This is an optimization exercise on Yosys and OpenROAD, whose aim is small area, not a production implementation. In this exercise RTL edits were held to simulation tests only and were not proved equivalent to the original. No activity file was given, so power comes from the tool's default toggle rates.

<file path="design/flow/design.v">
module top_comb(A, B, c, rst, seg, an, k, dd, n19, pp, t, n18, n17, n16, n15, n14, n28, n27, n26, n25, n24
, n23, n22, n21, n20, n13, n12, n11, n10, n9, n8, n7, n6, n5, n4, n3, n2, n1);
  input [3:0] A;
  wire [3:0] A;
  input [3:0] B;
  wire [3:0] B;
  input [9:0] c;
  wire [9:0] c;
  input rst;
  wire rst;
  output [6:0] seg;
  wire [6:0] seg;
  output [3:0] an;
  wire [3:0] an;
  input [1:0] k;
  wire [1:0] k;
  input [3:0] dd;
  wire [3:0] dd;
  output n19;
  wire n19;
  input [7:0] pp;
  wire [7:0] pp;
  input [4:0] t;
  wire [4:0] t;
  output n18;
  wire n18;
  output n17;
  wire n17;
  output n16;
  wire n16;
  output n15;
  wire n15;
  output n14;
  wire n14;
  output n28;
  wire n28;
  output n27;
  wire n27;
  output n26;
  wire n26;
  output n25;
  wire n25;
  output n24;
  wire n24;
  output n23;
  wire n23;
  output n22;
  wire n22;
  output n21;
  wire n21;
  output n20;
  wire n20;
  output n13;
  wire n13;
  output n12;
  wire n12;
  output n11;
  wire n11;
  output n10;
  wire n10;
  output n9;
  wire n9;
  output n8;
  wire n8;
  output n7;
  wire n7;
  output n6;
  wire n6;
  output n5;
  wire n5;
  output n4;
  wire n4;
  output n3;
  wire n3;
  output n2;
  wire n2;
  output n1;
  wire n1;
  wire _0_;
  wire _100_;
  wire _101_;
  wire _102_;
  wire _103_;
  wire _104_;
  wire _105_;
  wire _106_;
  wire _107_;
  wire _108_;
  wire _109_;
  wire _10_;
  wire _110_;
  wire _111_;
  wire _112_;
  wire _113_;
  wire _114_;
  wire _115_;
  wire _116_;
  wire _117_;
  wire _118_;
  wire _119_;
  wire _11_;
  wire _120_;
  wire _121_;
  wire _122_;
  wire _123_;
  wire _124_;
  wire _125_;
  wire _126_;
  wire _127_;
  wire _128_;
  wire _129_;
  wire _12_;
  wire _130_;
  wire _131_;
  wire _132_;
  wire _133_;
  wire _134_;
  wire _135_;
  wire _136_;
  wire _137_;
  wire _138_;
  wire _139_;
  wire _13_;
  wire _140_;
  wire _141_;
  wire _142_;
  wire _143_;
  wire _144_;
  wire _145_;
  wire _146_;
  wire _147_;
  wire _148_;
  wire _149_;
  wire _14_;
  wire _150_;
  wire _151_;
  wire _152_;
  wire _153_;
  wire _154_;
  wire _155_;
  wire _156_;
  wire _157_;
  wire _158_;
  wire _159_;
  wire _15_;
  wire _160_;
  wire _161_;
  wire _162_;
  wire _163_;
  wire _164_;
  wire _165_;
  wire _166_;
  wire _167_;
  wire _168_;
  wire _169_;
  wire _16_;
  wire _170_;
  wire _171_;
  wire _172_;
  wire _173_;
  wire _174_;
  wire _175_;
  wire _176_;
  wire _177_;
  wire _178_;
  wire _179_;
  wire _17_;
  wire _180_;
  wire _181_;
  wire _182_;
  wire _183_;
  wire _184_;
  wire _18_;
  wire _19_;
  wire _1_;
  wire _20_;
  wire _21_;
  wire _22_;
  wire _23_;
  wire _24_;
  wire _25_;
  wire _26_;
  wire _27_;
  wire _28_;
  wire _29_;
  wire _2_;
  wire _30_;
  wire _31_;
  wire _32_;
  wire _33_;
  wire _34_;
  wire _35_;
  wire _36_;
  wire _37_;
  wire _38_;
  wire _39_;
  wire _3_;
  wire _40_;
  wire _41_;
  wire _42_;
  wire _43_;
  wire _44_;
  wire _45_;
  wire _46_;
  wire _47_;
  wire _48_;
  wire _49_;
  wire _4_;
  wire _50_;
  wire _51_;
  wire _52_;
  wire _53_;
  wire _54_;
  wire _55_;
  wire _56_;
  wire _57_;
  wire _58_;
  wire _59_;
  wire _5_;
  wire _60_;
  wire _61_;
  wire _62_;
  wire _63_;
  wire _64_;
  wire _65_;
  wire _66_;
  wire _67_;
  wire _68_;
  wire _69_;
  wire _6_;
  wire _70_;
  wire _71_;
  wire _72_;
  wire _73_;
  wire _74_;
  wire _75_;
  wire _76_;
  wire _77_;
  wire _78_;
  wire _79_;
  wire _7_;
  wire _80_;
  wire _81_;
  wire _82_;
  wire _83_;
  wire _84_;
  wire _85_;
  wire _86_;
  wire _87_;
  wire _88_;
  wire _89_;
  wire _8_;
  wire _90_;
  wire _91_;
  wire _92_;
  wire _93_;
  wire _94_;
  wire _95_;
  wire _96_;
  wire _97_;
  wire _98_;
  wire _99_;
  wire _9_;
  assign _108_ = 4'h4 >> { dd[1], dd[3] };
  assign _107_ = 4'h1 >> { dd[2], dd[0] };
  assign seg[4] = 4'h8 >> { _107_, _108_ };
  assign _106_ = 4'h8 >> dd[1:0];
  assign _105_ = 4'h4 >> { dd[2], dd[3] };
  assign _104_ = 4'h4 >> { _105_, _106_ };
  assign _103_ = 4'h1 >> { dd[1], dd[3] };
  assign _102_ = 4'h8 >> { dd[1], dd[3] };
  assign _101_ = 4'h1 >> { _102_, dd[2] };
  assign _100_ = 4'h4 >> { _101_, _103_ };
  assign seg[0] = 4'h1 >> { _100_, _104_ };
  assign _99_ = 4'h4 >> { _103_, _107_ };
  assign _98_ = 4'h1 >> { _99_, _108_ };
  assign seg[1] = 4'h1 >> { _98_, _104_ };
  assign _97_ = 4'h2 >> { seg[0], dd[0] };
  assign _96_ = 4'h8 >> { _105_, _106_ };
  assign seg[6] = 4'h2 >> { _97_, _99_ };
  assign seg[3] = 4'he >> { seg[6], _96_ };
  assign seg[2] = 4'he >> { seg[3], _97_ };
  assign seg[5] = 4'h2 >> { seg[6], _104_ };
  assign _95_ = 4'h1 >> k;
  assign an[3] = 4'hb >> { _95_, _102_ };
  assign _94_ = 4'h8 >> k;
  assign an[2] = 4'hb >> { _94_, _102_ };
  assign _93_ = 4'h4 >> k;
  assign an[1] = 4'hb >> { _93_, _102_ };
  assign _92_ = 4'h2 >> k;
  assign an[0] = 4'hb >> { _92_, _102_ };
  assign _91_ = 4'h8 >> { pp[7], c[0] };
  assign _90_ = 4'h8 >> { t[2], pp[0] };
  assign _89_ = 4'h1 >> { _90_, t[3] };
  assign _88_ = 4'h2 >> { _89_, _91_ };
  assign _87_ = 4'h8 >> { _90_, t[3] };
  assign _86_ = 4'h2 >> { _87_, _88_ };
  assign _85_ = 4'h4 >> { _86_, pp[1] };
  assign _84_ = 4'h2 >> { _85_, _88_ };
  assign _83_ = 4'h8 >> { _84_, t[4] };
  assign _82_ = 4'h8 >> { _91_, t[4] };
  assign _81_ = 4'h1 >> { _82_, _84_ };
  assign _80_ = 4'h1 >> { _81_, _83_ };
  assign _79_ = 4'h8 >> { _80_, pp[2] };
  assign _78_ = 4'h1 >> { _79_, _83_ };
  assign _77_ = 4'h2 >> { _78_, pp[3] };
  assign _76_ = 4'h8 >> { _77_, pp[4] };
  assign _75_ = 4'h1 >> { c[3], c[0] };
  assign _74_ = 4'h4 >> { _75_, c[7] };
  assign _73_ = 4'h1 >> { c[1], c[5] };
  assign _72_ = 4'h8 >> { c[2], c[0] };
  assign _71_ = 4'h8 >> { _72_, _73_ };
  assign _70_ = 4'h1 >> { _71_, _74_ };
  assign _69_ = 4'h1 >> { _77_, pp[4] };
  assign _68_ = 4'h1 >> { _69_, _70_ };
  assign _67_ = 4'h4 >> { _68_, _76_ };
  assign _66_ = 4'h2 >> { c[9], c[0] };
  assign _65_ = 4'h1 >> { c[4], c[2] };
  assign _64_ = 4'h8 >> { _65_, c[3] };
  assign _63_ = 4'h8 >> { _64_, _66_ };
  assign _62_ = 4'h2 >> { _63_, _70_ };
  assign _61_ = 4'h8 >> { _62_, pp[5] };
  assign _60_ = 4'h8 >> { _63_, B[1] };
  assign _59_ = 4'h1 >> { _60_, _61_ };
  assign n21 = 4'hb >> { _59_, _67_ };
  assign _58_ = 4'h4 >> { _78_, pp[3] };
  assign _57_ = 4'h1 >> { _70_, _77_ };
  assign _56_ = 4'h4 >> { _57_, _58_ };
  assign _55_ = 4'h8 >> { _62_, pp[4] };
  assign _54_ = 4'h8 >> { _63_, B[0] };
  assign _53_ = 4'h1 >> { _54_, _55_ };
  assign n17 = 4'hb >> { _53_, _56_ };
  assign _52_ = 4'h2 >> { _86_, pp[1] };
  assign _51_ = 4'h1 >> { _52_, _85_ };
  assign _50_ = 4'h1 >> { _51_, _70_ };
  assign _49_ = 4'h8 >> { _62_, pp[2] };
  assign n11 = 4'he >> { _49_, _50_ };
  assign _48_ = 4'h8 >> { _62_, pp[1] };
  assign _47_ = 4'h8 >> { _91_, t[2] };
  assign _46_ = 4'h8 >> { _47_, pp[0] };
  assign _45_ = 4'h1 >> { _47_, pp[0] };
  assign _44_ = 4'h1 >> { _45_, _70_ };
  assign _43_ = 4'h4 >> { _44_, _46_ };
  assign n24 = 4'he >> { _43_, _48_ };
  assign _42_ = 4'h1 >> { c[1], c[6] };
  assign _41_ = 4'h1 >> { _42_, _64_ };
  assign _40_ = 4'h4 >> { c[2], c[5] };
  assign _39_ = 4'h2 >> { _40_, _66_ };
  assign _38_ = 4'h4 >> { _39_, _41_ };
  assign _37_ = 4'h1 >> { _38_, _74_ };
  assign _36_ = 4'h1 >> { t[1], t[2] };
  assign _35_ = 4'h1 >> { _36_, t[3] };
  assign _34_ = 4'h8 >> { _35_, _74_ };
  assign _33_ = 4'h1 >> { _34_, _37_ };
  assign _32_ = 4'h2 >> { _33_, t[4] };
  assign _31_ = 4'h8 >> { _63_, A[3] };
  assign _30_ = 4'h8 >> { _36_, t[3] };
  assign _29_ = 4'h8 >> { _30_, _74_ };
  assign _28_ = 4'h1 >> { _29_, _31_ };
  assign n27 = 4'hb >> { _28_, _32_ };
  assign _27_ = 4'h8 >> { _62_, pp[0] };
  assign _26_ = 4'h1 >> { t[3], t[4] };
  assign _25_ = 4'h1 >> { _26_, c[0] };
  assign _24_ = 4'h8 >> { _91_, t[1] };
  assign _23_ = 4'h1 >> { _24_, _25_ };
  assign _22_ = 4'h4 >> { _36_, t[4] };
  assign _21_ = 4'h1 >> { _22_, _70_ };
  assign _20_ = 4'h4 >> { _21_, _23_ };
  assign n19 = 4'he >> { _20_, _27_ };
  assign _19_ = 4'h4 >> { _65_, c[8] };
  assign _18_ = 4'h8 >> { _19_, _73_ };
  assign _17_ = 4'h8 >> { _18_, _74_ };
  assign _16_ = 4'h1 >> { _17_, c[6] };
  assign _15_ = 4'h2 >> { _16_, c[9] };
  assign _14_ = 4'h4 >> { _15_, c[6] };
  assign _13_ = 4'h1 >> { _14_, rst };
  assign _12_ = 4'h4 >> { _13_, dd[2] };
  assign _11_ = 4'h4 >> { _14_, rst };
  assign _10_ = 4'h4 >> { pp[4], pp[2] };
  assign _9_ = 4'h4 >> { pp[1], pp[3] };
  assign _109_ = 4'h2 >> { _9_, _10_ };
  assign _110_ = 4'h2 >> { pp[1], pp[3] };
  assign _111_ = 4'h2 >> { pp[4], pp[2] };
  assign _112_ = 4'h4 >> { _111_, _110_ };
  assign _113_ = 4'h1 >> { _112_, _109_ };
  assign _114_ = 4'h2 >> { _113_, _92_ };
  assign _115_ = 4'h8 >> { _95_, t[3] };
  assign _116_ = 4'h1 >> { _115_, _114_ };
  assign _117_ = 4'h8 >> { _116_, _11_ };
  assign n12 = 4'h1 >> { _117_, _12_ };
  assign _118_ = 4'h4 >> { _13_, dd[1] };
  assign _119_ = 4'h1 >> { _10_, pp[3] };
  assign _120_ = 4'h1 >> pp[2:1];
  assign _121_ = 4'h1 >> { _120_, pp[4] };
  assign _122_ = 4'h2 >> { _121_, pp[3] };
  assign _123_ = 4'h1 >> { _122_, _119_ };
  assign _124_ = 4'h8 >> { _92_, pp[1] };
  assign _125_ = 4'h8 >> { _93_, pp[4] };
  assign _126_ = 4'h1 >> { _125_, _124_ };
  assign _127_ = 4'h1 >> { _126_, _123_ };
  assign _128_ = 4'h2 >> { _119_, _92_ };
  assign _129_ = 4'h4 >> { _128_, pp[1] };
  assign _130_ = 4'h4 >> { _129_, _122_ };
  assign _131_ = 4'h8 >> { _95_, t[2] };
  assign _132_ = 4'h1 >> { _131_, _130_ };
  assign _133_ = 4'h4 >> { _132_, _127_ };
  assign _134_ = 4'h8 >> { _133_, _11_ };
  assign n13 = 4'h1 >> { _134_, _118_ };
  assign _135_ = 4'h8 >> { _62_, pp[3] };
  assign _136_ = 4'h1 >> { _80_, pp[2] };
  assign _137_ = 4'h1 >> { _70_, _79_ };
  assign _138_ = 4'h4 >> { _137_, _136_ };
  assign n16 = 4'he >> { _138_, _135_ };
  assign _139_ = 4'h4 >> { _13_, dd[0] };
  assign _140_ = 4'h8 >> { _123_, _93_ };
  assign _141_ = 4'h8 >> { _92_, pp[0] };
  assign _142_ = 4'h8 >> { _95_, t[1] };
  assign _143_ = 4'h1 >> { _142_, _141_ };
  assign _144_ = 4'h4 >> { _143_, _140_ };
  assign _145_ = 4'h8 >> { _144_, _11_ };
  assign n26 = 4'h1 >> { _145_, _139_ };
  assign _146_ = 4'h8 >> { _37_, t[3] };
  assign _147_ = 4'h2 >> { t[1], t[2] };
  assign _148_ = 4'h4 >> { _147_, _26_ };
  assign _149_ = 4'h2 >> { t[1], t[4] };
  assign _150_ = 4'h1 >> { _149_, t[2] };
  assign _151_ = 4'h2 >> { _150_, _74_ };
  assign _152_ = 4'h4 >> { _151_, _148_ };
  assign _153_ = 4'h8 >> { _63_, A[2] };
  assign _154_ = 4'h1 >> { _153_, _152_ };
  assign n10 = 4'hb >> { _154_, _146_ };
  assign _155_ = 4'h8 >> { _37_, t[2] };
  assign _156_ = 4'h8 >> { _26_, t[1] };
  assign _157_ = 4'h1 >> { _149_, _148_ };
  assign _158_ = 4'h4 >> { _157_, _156_ };
  assign _159_ = 4'h2 >> { _158_, _74_ };
  assign _160_ = 4'h8 >> { _63_, A[1] };
  assign _161_ = 4'h1 >> { _160_, _159_ };
  assign n9 = 4'hb >> { _161_, _155_ };
  assign _162_ = 4'h8 >> { _63_, A[0] };
  assign _163_ = 4'h2 >> { _70_, pp[7] };
  assign _164_ = 4'h1 >> { _163_, _162_ };
  assign _165_ = 4'h4 >> { _164_, _37_ };
  assign _166_ = 4'h4 >> { _37_, t[1] };
  assign n18 = 4'h1 >> { _166_, _165_ };
  assign n22 = 4'h2 >> { rst, c[7] };
  assign n23 = 4'h2 >> { rst, c[6] };
  assign n8 = 4'h2 >> { rst, c[5] };
  assign n3 = 4'h2 >> { rst, c[4] };
  assign _167_ = 4'h8 >> { _76_, pp[5] };
  assign _168_ = 4'h8 >> { _167_, pp[6] };
  assign _169_ = 4'h1 >> { _167_, pp[6] };
  assign _170_ = 4'h1 >> { _169_, _70_ };
  assign _171_ = 4'h4 >> { _170_, _168_ };
  assign _172_ = 4'h8 >> { _62_, pp[7] };
  assign _173_ = 4'h8 >> { _63_, B[3] };
  assign _174_ = 4'h1 >> { _173_, _172_ };
  assign n1 = 4'hb >> { _174_, _171_ };
  assign n5 = 4'h2 >> { rst, c[3] };
  assign _175_ = 4'h1 >> { _92_, _93_ };
  assign _176_ = 4'h2 >> { _175_, _11_ };
  assign _177_ = 4'h8 >> { _13_, k[1] };
  assign n20 = 4'he >> { _177_, _176_ };
  assign n25 = 4'h2 >> { rst, c[2] };
  assign n15 = 4'h2 >> { rst, c[8] };
  assign n7 = 4'h2 >> { rst, c[1] };
  assign n14 = 4'h2 >> { rst, c[0] };
  assign _178_ = 4'h4 >> { _16_, c[9] };
  assign _179_ = 4'h1 >> { _15_, rst };
  assign n4 = 4'h4 >> { _179_, _178_ };
  assign _180_ = 4'h1 >> { _11_, k[0] };
  assign _181_ = 4'h2 >> { _13_, k[0] };
  assign n2 = 4'h1 >> { _181_, _180_ };
  assign _182_ = 4'h4 >> { _13_, dd[3] };
  assign _183_ = 4'h1 >> { _121_, _109_ };
  assign _184_ = 4'h8 >> { _183_, _128_ };
  assign _0_ = 4'h8 >> { _95_, t[4] };
  assign _1_ = 4'h1 >> { _0_, _184_ };
  assign _2_ = 4'h8 >> { _1_, _11_ };
  assign n6 = 4'h1 >> { _2_, _182_ };
  assign _3_ = 4'h1 >> { _76_, pp[5] };
  assign _4_ = 4'h1 >> { _167_, _70_ };
  assign _5_ = 4'h4 >> { _4_, _3_ };
  assign _6_ = 4'h8 >> { _62_, pp[6] };
  assign _7_ = 4'h8 >> { _63_, B[2] };
  assign _8_ = 4'h1 >> { _7_, _6_ };
  assign n28 = 4'hb >> { _8_, _5_ };
endmodule
module top_seq_mult(clk, rst, A, B, seg, an);
  input clk;
  wire clk;
  input rst;
  wire rst;
  input [3:0] A;
  wire [3:0] A;
  input [3:0] B;
  wire [3:0] B;
  output [6:0] seg;
  wire [6:0] seg;
  output [3:0] an;
  wire [3:0] an;
  wire [7:0] _000_;
  wire [3:0] _001_;
  wire _002_;
  wire _003_;
  wire _004_;
  wire _005_;
  wire _006_;
  wire _007_;
  wire _008_;
  wire _009_;
  wire _010_;
  wire _011_;
  wire _012_;
  wire _013_;
  wire _014_;
  wire _015_;
  wire _016_;
  wire _017_;
  wire _018_;
  wire _019_;
  wire _020_;
  wire _021_;
  wire _022_;
  wire _023_;
  wire _024_;
  wire _025_;
  wire _026_;
  wire _027_;
  wire _028_;
  wire _029_;
  wire _030_;
  wire _031_;
  wire _032_;
  wire _033_;
  wire _034_;
  wire _035_;
  wire _036_;
  wire _037_;
  wire _038_;
  wire _039_;
  wire _040_;
  wire _041_;
  wire _042_;
  wire _043_;
  wire _044_;
  wire _045_;
  wire _046_;
  wire _047_;
  wire _048_;
  wire _049_;
  wire _050_;
  wire _051_;
  wire _052_;
  wire _053_;
  wire _054_;
  wire _055_;
  wire _056_;
  wire _057_;
  wire _058_;
  wire _059_;
  wire _060_;
  wire _061_;
  wire _062_;
  wire _063_;
  wire _064_;
  wire _065_;
  wire _066_;
  wire _067_;
  wire _068_;
  wire _069_;
  wire _070_;
  wire _071_;
  wire _072_;
  wire _073_;
  wire _074_;
  wire _075_;
  wire _076_;
  wire _077_;
  wire _078_;
  wire _079_;
  wire _080_;
  wire _081_;
  wire _082_;
  wire _083_;
  wire _084_;
  wire _085_;
  wire _086_;
  wire _087_;
  wire _088_;
  wire _089_;
  wire _090_;
  wire _091_;
  wire _092_;
  wire _093_;
  wire _094_;
  wire _095_;
  wire _096_;
  wire _097_;
  wire _098_;
  wire _099_;
  wire _100_;
  wire _101_;
  wire _102_;
  wire _103_;
  wire _104_;
  wire _105_;
  wire _106_;
  wire _107_;
  wire _108_;
  wire _109_;
  wire _110_;
  wire _111_;
  wire _112_;
  wire _113_;
  wire _114_;
  wire _115_;
  wire _116_;
  wire _117_;
  wire _118_;
  wire _119_;
  wire _120_;
  wire _121_;
  wire _122_;
  wire _123_;
  wire _124_;
  wire _125_;
  wire _126_;
  wire _127_;
  wire _128_;
  wire _129_;
  wire _130_;
  wire _131_;
  wire _132_;
  wire _133_;
  wire _134_;
  wire _135_;
  wire _136_;
  wire _137_;
  wire _138_;
  wire _139_;
  wire _140_;
  wire _141_;
  wire _142_;
  wire _143_;
  wire _144_;
  wire _145_;
  wire _146_;
  wire _147_;
  wire _148_;
  wire _149_;
  wire _150_;
  wire _151_;
  wire _152_;
  wire _153_;
  wire _154_;
  wire _155_;
  wire _156_;
  wire _157_;
  wire [1:0] _158_;
  wire _159_;
  wire _160_;
  wire _161_;
  wire _162_;
  wire _163_;
  wire _164_;
  wire _165_;
  wire _166_;
  wire _167_;
  wire _168_;
  wire _169_;
  wire _170_;
  wire _171_;
  wire _172_;
  wire _173_;
  wire _174_;
  wire _175_;
  wire _176_;
  wire _177_;
  wire _178_;
  wire _179_;
  wire _180_;
  wire _181_;
  wire _182_;
  wire _183_;
  wire _184_;
  wire _185_;
  wire _186_;
  wire _187_;
  wire _188_;
  wire _189_;
  wire _190_;
  wire _191_;
  wire _192_;
  wire _193_;
  wire _194_;
  wire _195_;
  wire _196_;
  wire [3:0] addend;
  reg [9:0] c;
  reg [3:0] dd;
  wire [3:0] dig;
  wire fb;
  wire [1:0] j;
  reg [1:0] k;
  wire last;
  wire load;
  reg [7:0] pp;
  wire [7:0] sum;
  wire [4:0] t;
  reg \t_reg[1] ;
  always @(posedge clk)
    \t_reg[1]  <= _178_;
  assign t[1] = \t_reg[1] ;
  reg \t_reg[2] ;
  always @(posedge clk)
    \t_reg[2]  <= _177_;
  assign t[2] = \t_reg[2] ;
  reg \t_reg[3] ;
  always @(posedge clk)
    \t_reg[3]  <= _176_;
  assign t[3] = \t_reg[3] ;
  reg \t_reg[4] ;
  always @(posedge clk)
    \t_reg[4]  <= _165_;
  assign t[4] = \t_reg[4] ;
  always @(posedge clk)
    dd[0] <= _175_;
  always @(posedge clk)
    dd[1] <= _171_;
  always @(posedge clk)
    dd[2] <= _169_;
  always @(posedge clk)
    dd[3] <= _195_;
  always @(posedge clk)
    pp[0] <= _167_;
  always @(posedge clk)
    pp[1] <= _164_;
  always @(posedge clk)
    pp[2] <= _162_;
  always @(posedge clk)
    pp[3] <= _173_;
  always @(posedge clk)
    pp[4] <= _160_;
  always @(posedge clk)
    pp[5] <= _159_;
  always @(posedge clk)
    pp[6] <= _196_;
  always @(posedge clk)
    pp[7] <= _183_;
  always @(posedge clk)
    k[0] <= _193_;
  always @(posedge clk)
    k[1] <= _186_;
  always @(posedge clk)
    c[0] <= _191_;
  always @(posedge clk)
    c[1] <= _190_;
  always @(posedge clk)
    c[2] <= _189_;
  always @(posedge clk)
    c[3] <= _187_;
  always @(posedge clk)
    c[4] <= _184_;
  always @(posedge clk)
    c[5] <= _182_;
  always @(posedge clk)
    c[6] <= _181_;
  always @(posedge clk)
    c[7] <= _180_;
  always @(posedge clk)
    c[8] <= _179_;
  always @(posedge clk)
    c[9] <= _188_;
  top_comb top_comb (
    .A(A),
    .B(B),
    .an(an),
    .c(c),
    .dd(dd),
    .k(k),
    .n1(_183_),
    .n10(_176_),
    .n11(_162_),
    .n12(_169_),
    .n13(_171_),
    .n14(_190_),
    .n15(_188_),
    .n16(_173_),
    .n17(_160_),
    .n18(_178_),
    .n19(_167_),
    .n2(_193_),
    .n20(_186_),
    .n21(_159_),
    .n22(_179_),
    .n23(_180_),
    .n24(_164_),
    .n25(_187_),
    .n26(_175_),
    .n27(_165_),
    .n28(_196_),
    .n3(_182_),
    .n4(_191_),
    .n5(_184_),
    .n6(_195_),
    .n7(_189_),
    .n8(_181_),
    .n9(_177_),
    .pp(pp),
    .rst(rst),
    .seg(seg),
    .t({ t[4:1], pp[7] })
  );
  assign _158_[0] = j[0];
  assign sum[0] = addend[0];
  assign t[0] = pp[7];
endmodule
</file>
<file path="design/flow/flow/run.sh">
#!/bin/bash
# The standard layout (standard.sh) with these changes:
#  - synthesis: the standard flow's own script, but no adder cells (plain gates for
#    ABC) and ABC's &nf area mapper in place of ORFS's abc script;
#  - the smallest buffer (buf_1) on each port;
#  - a clock tree of clkbuf_8 without dummy loads.
# Each tool's output goes to standard.log (and ORFS's own logs under orfs/).
set -euo pipefail
export FLOW_FLOW_DIR=$PWD/flow
{ head -n 1 synth_recipe.tcl; cat flow/abc_override.tcl; tail -n +2 synth_recipe.tcl; } > my_synth.tcl
bash standard.sh SYNTH_SCRIPT=$PWD/my_synth.tcl ADDER_MAP_FILE= ABC_AREA=1 \
  BUFFER_PORTS_ARGS="-buffer_cell sky130_fd_sc_hd__buf_1" \
  CTS_ARGS="-sink_clustering_enable -repair_clock_nets -dont_use_dummy_load -buf_list {sky130_fd_sc_hd__clkbuf_8} -root_buf sky130_fd_sc_hd__clkbuf_8" \
  ${EXTRA_MAKE_ARGS:-} finish > standard.log 2>&1
</file>
<file path="design/flow/flow/abc_nf.script">
&get -n
&st
&dch -f
&nf -R 1000
&put
</file>
<file path="design/flow/flow/abc_override.tcl">
# Map with ABC's &nf area mapper instead of ORFS's area script: only the
# -script argument of ORFS's abc call changes.
proc abc {args} {
  set i [lsearch -exact $args -script]
  if { $i >= 0 } { lset args [expr { $i + 1 }] $::env(FLOW_FLOW_DIR)/abc_nf.script }
  yosys abc {*}$args
}
</file>
<file path="design/flow/standard.sh">
#!/bin/bash
# synth_recipe.tcl (not shown) runs the flow's synth.tcl, then flattens the netlist and writes it again
# the make line also repeats each setting of config.mk as NAME=value (left out here)
make -C /OpenROAD-flow-scripts/flow DESIGN_CONFIG=/design/flow/config.mk WORK_HOME=/design/flow/orfs CLKGATE_MAP_FILE= SYNTH_SCRIPT=/design/flow/synth_recipe.tcl "${@:-finish}"
</file>
<file path="design/flow/config.mk">
export PLATFORM = sky130hd
export DESIGN_NAME = top_seq_mult
export DESIGN_NICKNAME = top_seq_mult
export VERILOG_FILES = /design/flow/design.v
export SDC_FILE = /design/flow/constraint.sdc
export NUM_CORES = 4
export LEC_CHECK = 0
export CAP_MARGIN = 20
export CORE_MARGIN = 2
export CORE_UTILIZATION = 40
export SLEW_MARGIN = 20
</file>
<file path="design/flow/constraint.sdc">
create_clock -name core_clock -period 5.0 [get_ports {clk}]
set_input_delay 1.0000 -clock core_clock [delete_from_list [all_inputs] [get_ports {clk}]]
set_output_delay 1.0000 -clock core_clock [all_outputs]
set_load 0.01 [all_outputs]
</file>
==> results of run 1 <==
## logic make-up (layout without fill, tap and decap cells)
logic type	after synthesis	count (layout)	synth area share, %
AND/OR/NAND/NOR	76	76	27.4
flip-flops	28	28	41.3
AO/OA/AOI/OAI	52	52	24.5
XOR/XNOR	5	5	3.23
buffers and inverters	7	30	1.94
multiplexers	2	2	1.57
## cells in the final DEF, fill, tap and decap left out, drive strengths merged, types with 4 or more instances in the layout
cell,instances
nor2b,15
nand3,4
nand2,19
buf,20
a22oi,7
clkinv,7
o21ai,17
o21bai,4
nor3,6
a21oi,10
nor2,22
dfxtp,28
## stage by stage
step	total power [mW]	setup WS [ns]	area [sq um]	std cells
global route	0.694	1.85	1530	239
global placement	0.515	2.45	1490	236
floorplan	0.470	2.42	1360	170
finish	0.640	2.03	1530	239
detailed placement	0.524	2.34	1490	236
CTS	0.644	2.02	1530	239
## routing by layer
metal	GRT usage (%)	wire [um]
met1	21.4	1470
met2	27.4	1370
met3	2.36	80
met4	5.83	45
met5	0	0
## worst max path at each step
| stage | start | endpoint | slack, ns | cells after the start |
|---|---|---|---|---|
| global placement | dd[2]$_SDFF_PP0_ | seg[2] | 2.45 | 7 |
| CTS | dd[2]$_SDFF_PP0_ | seg[2] | 2.02 | 7 |
| global route | dd[2]$_SDFF_PP0_ | seg[2] | 1.85 | 7 |
| detailed placement | dd[2]$_SDFF_PP0_ | seg[2] | 2.34 | 7 |
| floorplan | dd[2]$_SDFF_PP0_ | seg[2] | 2.42 | 6 |
| finish | dd[2]$_SDFF_PP0_ | seg[2] | 2.03 | 7 |
## final cells by class
class | instances | area, sq um | area share [%]
repair buffers | 20 | 75.1 | 4.91
flip-flops and latches | 28 | 561 | 36.6
well taps | 46 | 57.6 | 3.76
clock buffers | 3 | 41.3 | 2.70
multi-input cells | 135 | 769 | 50.3
inverters | 7 | 26.3 | 1.72
## critical path, stage by stage, from the launching register on
cell and delay [ns]:
dfxtp_1 0.39, nor2b_1 0.19, a21boi_0 0.31, a21oi_1 0.12, o21ba_1 0.21, a31o_1 0.19, o21bai_1 0.15, buf_1 0.13
## power breakdown
group | total, mW | switching, mW | internal (mW) | leakage, nW
sequential | 0.349 | 0.0787 | 0.271 | 0.229
combinational | 0.170 | 0.0877 | 0.0819 | 0.296
clock | 0.121 | 0.0673 | 0.0541 | 0.0216
total | 0.640 | 0.234 | 0.407 | 0.547
==> metrics.yaml, run 1 <==
clock_network:
  cts-htree-levels: 1
  cts_hold_buf: 0
  cts.clk_slew.worst_paths_ns: 0.09
  cts_root_buffer: "clkbuf_8"
  insertion_delay_ns: 0.27
  numCtsBuffers: 3
  cts_tree: "done"
  cts.sinks: 28
  cts_resized: 0
  clockBufferDepth: 2
  cts_setup_buffers: 0
timing:
  min_period_over_period_pct: 59.4
  rsz0062_at_grt: "no"
  drv_slew: 0
  fmax_ghz: 0.337
  finClkSkew_ns: 0.00680
  final-hold-violation-count: 0
  relSlewSlack_pct: 46.4
  timing.final.crit_period_ns: 2.97
  fin_setup_tns_ns: 0
  setup_viol: 0
  max_slew.worst_pin.slew_ns: 0.800
  whs_ns: 0.469
finish:
  area_growth_pct: 12.8
  finalCoreUtilization_pct: 46.6
  nets: 205
  reg_top3: "c (10), pp (8)"
  drive_gt1_share_pct: 1.55
  top_register: "c"
  largest_reg_flops: 10
  n_fill_cell: 339
  diodes: 0
yosys:
  avgSynthCellArea_sq_um: 7.98
  yosysTopAreaCell: "dfxtp_1"
  synth.top_cell.area_share_pct: 41.3
  syn_inst: 170
  yosys_warnings: 1
  syn_nets: 180
  synth_seq_area_share_pct: 41.3
  ys_types: 32
  yosys-top-cells-area: "dfxtp_1 (41%), nor2b_1 (6.9%), o21ai_0 (6.3%)"
  netlist_area_sq_mm: 0.00136
  synth_ff_type: "dfxtp_1"
  synth_edf_count: 0
  synth_seq_cells: 28
  yosys-top-cells-count: "dfxtp_1 (28), nor2_1 (22), nand2_1 (19)"
  async_flop_share_pct: 0
  yosys.cell_count.top_type: "dfxtp_1"
setup_path:
  worst_ep_arrival_time_ns: 1.97
  cp-start-kind: "flop"
  reg2reg_depth: 7
  worst-r2r-setup-slack_ns: 2.78
  worstSetupPathType: "reg2out"
  r2r_start: "c[0]$_SDFF_PN0_"
  worstPathMaxFanout: 5
  r2r-end: "k[1]$_SDFF_PP1_"
  cp-end-kind: "primary output"
  required_ns: 4.00
floorplan:
  die_y_um: 62.2
  io_pins: 21
  num_rows: 21
  die_w_um: 62.2
  start_util_pct: 41.3
  core-area_sq_mm: 0.00328
  dieArea_sq_mm: 0.00387
global_routing:
  grt_pass1_vias: 1198
  grt.total_usage_pct: 16.3
  grt_max_degree: 17
  overflow: 0
  grt_pass1_wl_mm: 5.22
  antenna_found_initial: 0
run_status:
  outcome: "complete, no violations"
routing:
  wl_per_cell_um: 12.4
  first_pass_iters: 4
  viasPerCell: 5.28
  wl_mm: 2.96
  num_vias: 1261
  drt_iter0_drc: 106
  ant_nets: 0
  drc_errors: 0
worst_hold_path:
  whs_endpoint: "c[5]$_SDFF_PP0_"
  min_path_type: "reg2reg"
  min-delay-start: "c[4]$_SDFF_PP0_"
  holdPathStages: 1
power_and_ir_drop:
  power.leakage_nw: 0.547
  power_density_mw_per_mm2: 418
  ir_worst_vdd_mv: 0.206
placement:
  detailed_place_hpwl_mm: 2.27
  place_congestion: 0.754
  io_buffer_count: 20
flow_run:
  maxCapViolations: 0
==> run 2, diff against run 1 <==
--- a/design/flow/flow/run.sh
+++ b/design/flow/flow/run.sh
@@ -11,4 +11,4 @@
 bash standard.sh SYNTH_SCRIPT=$PWD/my_synth.tcl ADDER_MAP_FILE= ABC_AREA=1 \
   BUFFER_PORTS_ARGS="-buffer_cell sky130_fd_sc_hd__buf_1" \
   CTS_ARGS="-sink_clustering_enable -repair_clock_nets -dont_use_dummy_load -buf_list {sky130_fd_sc_hd__clkbuf_8} -root_buf sky130_fd_sc_hd__clkbuf_8" \
-  ${EXTRA_MAKE_ARGS:-} finish > standard.log 2>&1
+  finish > standard.log 2>&1
==> metrics.yaml, run 2 <==
power_and_ir_drop:
  switchingPower_uw: 234
  clock_power_share_pct: 18.9
  p_int_uw: 407
  p_seq_share_pct: 54.6
  swShare_pct: 36.5
  power_density_mw_per_mm2: 418
  p_total_uw: 640
  ir_worst_vdd_mv: 0.206
  power.leakage_nw: 0.547
  pwr-share-comb_pct: 26.5
yosys:
  synth_edf_count: 0
  synth_compound_area_share_pct: 24.5
  yosys-top-cells-area: "dfxtp_1 (41%), nor2b_1 (6.9%), o21ai_0 (6.3%)"
  yosys-top-cells-count: "dfxtp_1 (28), nor2_1 (22), nand2_1 (19)"
  synth-simple-area-share_pct: 27.4
  yosys_warnings: 1
  yosys.cell_count.top_type: "dfxtp_1"
  muxShareOfSynthArea_pct: 1.57
  synth_ff_type: "dfxtp_1"
  synth_seq_cells: 28
  syn_nets: 180
  synth_xor_area_share_pct: 3.23
  avgSynthCellArea_sq_um: 7.98
  netlist_area_sq_mm: 0.00136
  synth_seq_area_share_pct: 41.3
  async_flop_share_pct: 0
  ys_types: 32
  synth_top_family_by_area: "simple AND/OR/NAND/NOR gates"
  syn_inst: 170
  yosysTopAreaCell: "dfxtp_1"
  synth.top_cell.area_share_pct: 41.3
  synth-adder-area-share_pct: 0
finish:
  n_fill_cell: 339
  reg_top3: "c (10), pp (8)"
  regArea_sq_um: 561
  largest_reg_flops: 10
  area_growth_pct: 12.8
  top_register: "c"
  nets: 205
  final_cells: 239
  layout_common_cells: "dfxtp_1 (28), nor2_1 (22), buf_1 (20), nand2_1 (19), o21ai_0 (17)"
  multi_input_area_sq_um: 769
  drive_gt1_share_pct: 1.55
  diodes: 0
  layout_commonest_cell: "dfxtp_1"
setup_path:
  path_cells: "nor2b_1 > a21boi_0 > a21oi_1 > o21ba_1 > a31o_1 > o21bai_1 > buf_1"
  reg2reg_depth: 7
  cp-startpoint: "dd[2]$_SDFF_PP0_"
  worstSetupPathType: "reg2out"
  cpMaxStageDelayCell: "dfxtp_1"
  required_ns: 4.00
  r2r_start: "c[0]$_SDFF_PN0_"
  cpPeakStageDelay_ns: 0.39
  cp-start-kind: "flop"
  worstPathMaxFanout: 5
  worst-r2r-setup-slack_ns: 2.78
  cp-end-kind: "primary output"
  worst_ep_arrival_time_ns: 1.97
  r2r-end: "k[1]$_SDFF_PP1_"
worst_hold_path:
  min-delay-start: "c[4]$_SDFF_PP0_"
  whs_endpoint: "c[5]$_SDFF_PP0_"
  min_path_type: "reg2reg"
  holdPathStages: 1
routing:
  drt_iter0_drc: 106
  wl_per_cell_um: 12.4
  num_vias: 1261
  wl_mm: 2.96
  first_pass_iters: 4
  ant_nets: 0
  drc_errors: 0
  viasPerCell: 5.28
floorplan:
  core-area_sq_mm: 0.00328
  io_pins: 21
  dieArea_sq_mm: 0.00387
  num_rows: 21
  die_w_um: 62.2
  start_util_pct: 41.3
  die_y_um: 62.2
clock_network:
  clockBufferDepth: 2
  cts-htree-levels: 1
  cts.clk_slew.worst_paths_ns: 0.09
  cts_hold_buf: 0
  cts_root_buffer: "clkbuf_8"
  cts_resized: 0
  cts_tree: "done"
  cts_setup_buffers: 0
  insertion_delay_ns: 0.27
  cts.sinks: 28
  numCtsBuffers: 3
timing:
  min_period_over_period_pct: 59.4
  fmax_ghz: 0.337
  drv_slew: 0
  max_slew.worst_pin.slew_ns: 0.800
  final-hold-violation-count: 0
  rsz0062_at_grt: "no"
  fin_setup_tns_ns: 0
  finClkSkew_ns: 0.00680
  setup_ws_ns: 2.03
  relSlewSlack_pct: 46.4
  timing.final.crit_period_ns: 2.97
  setup_viol: 0
global_routing:
  overflow: 0
  grt_pass1_vias: 1198
  grt_max_degree: 17
  grt.total_usage_pct: 16.3
  antenna_found_initial: 0
  grt_pass1_wl_mm: 5.22
placement:
  detailed_place_hpwl_mm: 2.27
  pre_cts_ws_ns: 2.34
  place_congestion: 0.754
  io_buffer_count: 20
  dp.cells: 236
flow_run:
  maxCapViolations: 0
run_status:
  outcome: "complete, no violations"
-- run 2: cell counts after synthesis --
Identical to the previous run, type by type.
-- run 2: metal layers --
metal | up-vias | part of all wire, % | GRT usage, %
met1 | 575 | 50 | 21.4
met3 | 5 | 2.7 | 2.36
li1 | 656 | - | -
met2 | 25 | 46 | 27.4
met5 | - | 0 | 0
met4 | 0 | 1.5 | 5.83
-- run 2: kinds of logic after synthesis --
kind of cell	Yosys count
buf+inv	7
simple gates	76
flops	28
mux	2
compound gates	52
xor+xnor	5
-- run 2: how the worst max path moves through the flow --
stage,end,depth (start not counted),slack [ns]
after global routing,seg[2],7,1.85
after global placement,seg[2],7,2.45
after detailed placement,seg[2],7,2.34
after CTS,seg[2],7,2.02
after floorplan,seg[2],6,2.42
final,seg[2],7,2.03
-- run 2: layout make-up --
cell class | instances | share of cell area (%)
inverter | 7 | 1.72
tap | 46 | 3.76
timing repair buffer | 20 | 4.91
clock buffer | 3 | 2.70
multi-input combinational | 135 | 50.3
sequential | 28 | 36.6
-- run 2: power by group through the flow --
stage	clock network, mW	registers, mW	logic (mW)
finish	0.121	0.349	0.170
global route	0.136	0.359	0.198
CTS	0.125	0.347	0.172
detailed placement	0	0.352	0.172
global placement	0	0.350	0.164
floorplan	0	0.329	0.141
-- run 2: stage by stage --
| step | utilization, % | hold WS, ns | cell area (sq um) |
|---|---|---|---|
| floorplan | - | 0.439 | 1360 |
| global placement | 45.3 | 0.458 | 1490 |
| detailed placement | 45.3 | 0.454 | 1490 |
| CTS | 46.6 | 0.471 | 1530 |
| global route | 46.6 | 0.487 | 1530 |
| finish | 46.6 | 0.469 | 1530 |
-- run 2: critical path, delay by kind of cell, from the launching register on --
family / cells / cell delay, ns
AO/OA/AOI/OAI: 5 / 0.98
buffers and inverters: 1 / 0.13
flip-flops: 1 / 0.39
AND/OR/NAND/NOR: 1 / 0.19

## re-timing with driven ports
The flow's constraints put no driver on any port. The routed layouts listed below were extracted and timed again, unchanged, in two steps. Step 1 sets driving cells, clkbuf_16 on the clock port and buf_2 on the other inputs (assumed; they add their load-dependent delay and slew). Step 2 also shifts input and output timing later by t, the mid clock arrival at the registers, as if the neighbouring blocks saw the same clock. Slacks: ideal / step 1 / step 2; pairs: ideal / step 1.
| run | shift t [ns] | setup WS [ns] | hold slack, ns | worst register clock-pin slew, ns |
|---|---|---|---|---|
| run 1 | 0.292 | 2.032 / 2.008 / 2.300 | 0.469 / 0.469 / 0.469 | 0.09 / 0.09 |
| run 2 | 0.292 | 2.032 / 2.008 / 2.300 | 0.469 / 0.469 / 0.469 | 0.09 / 0.09 |
After both steps every run listed still meets setup and hold.
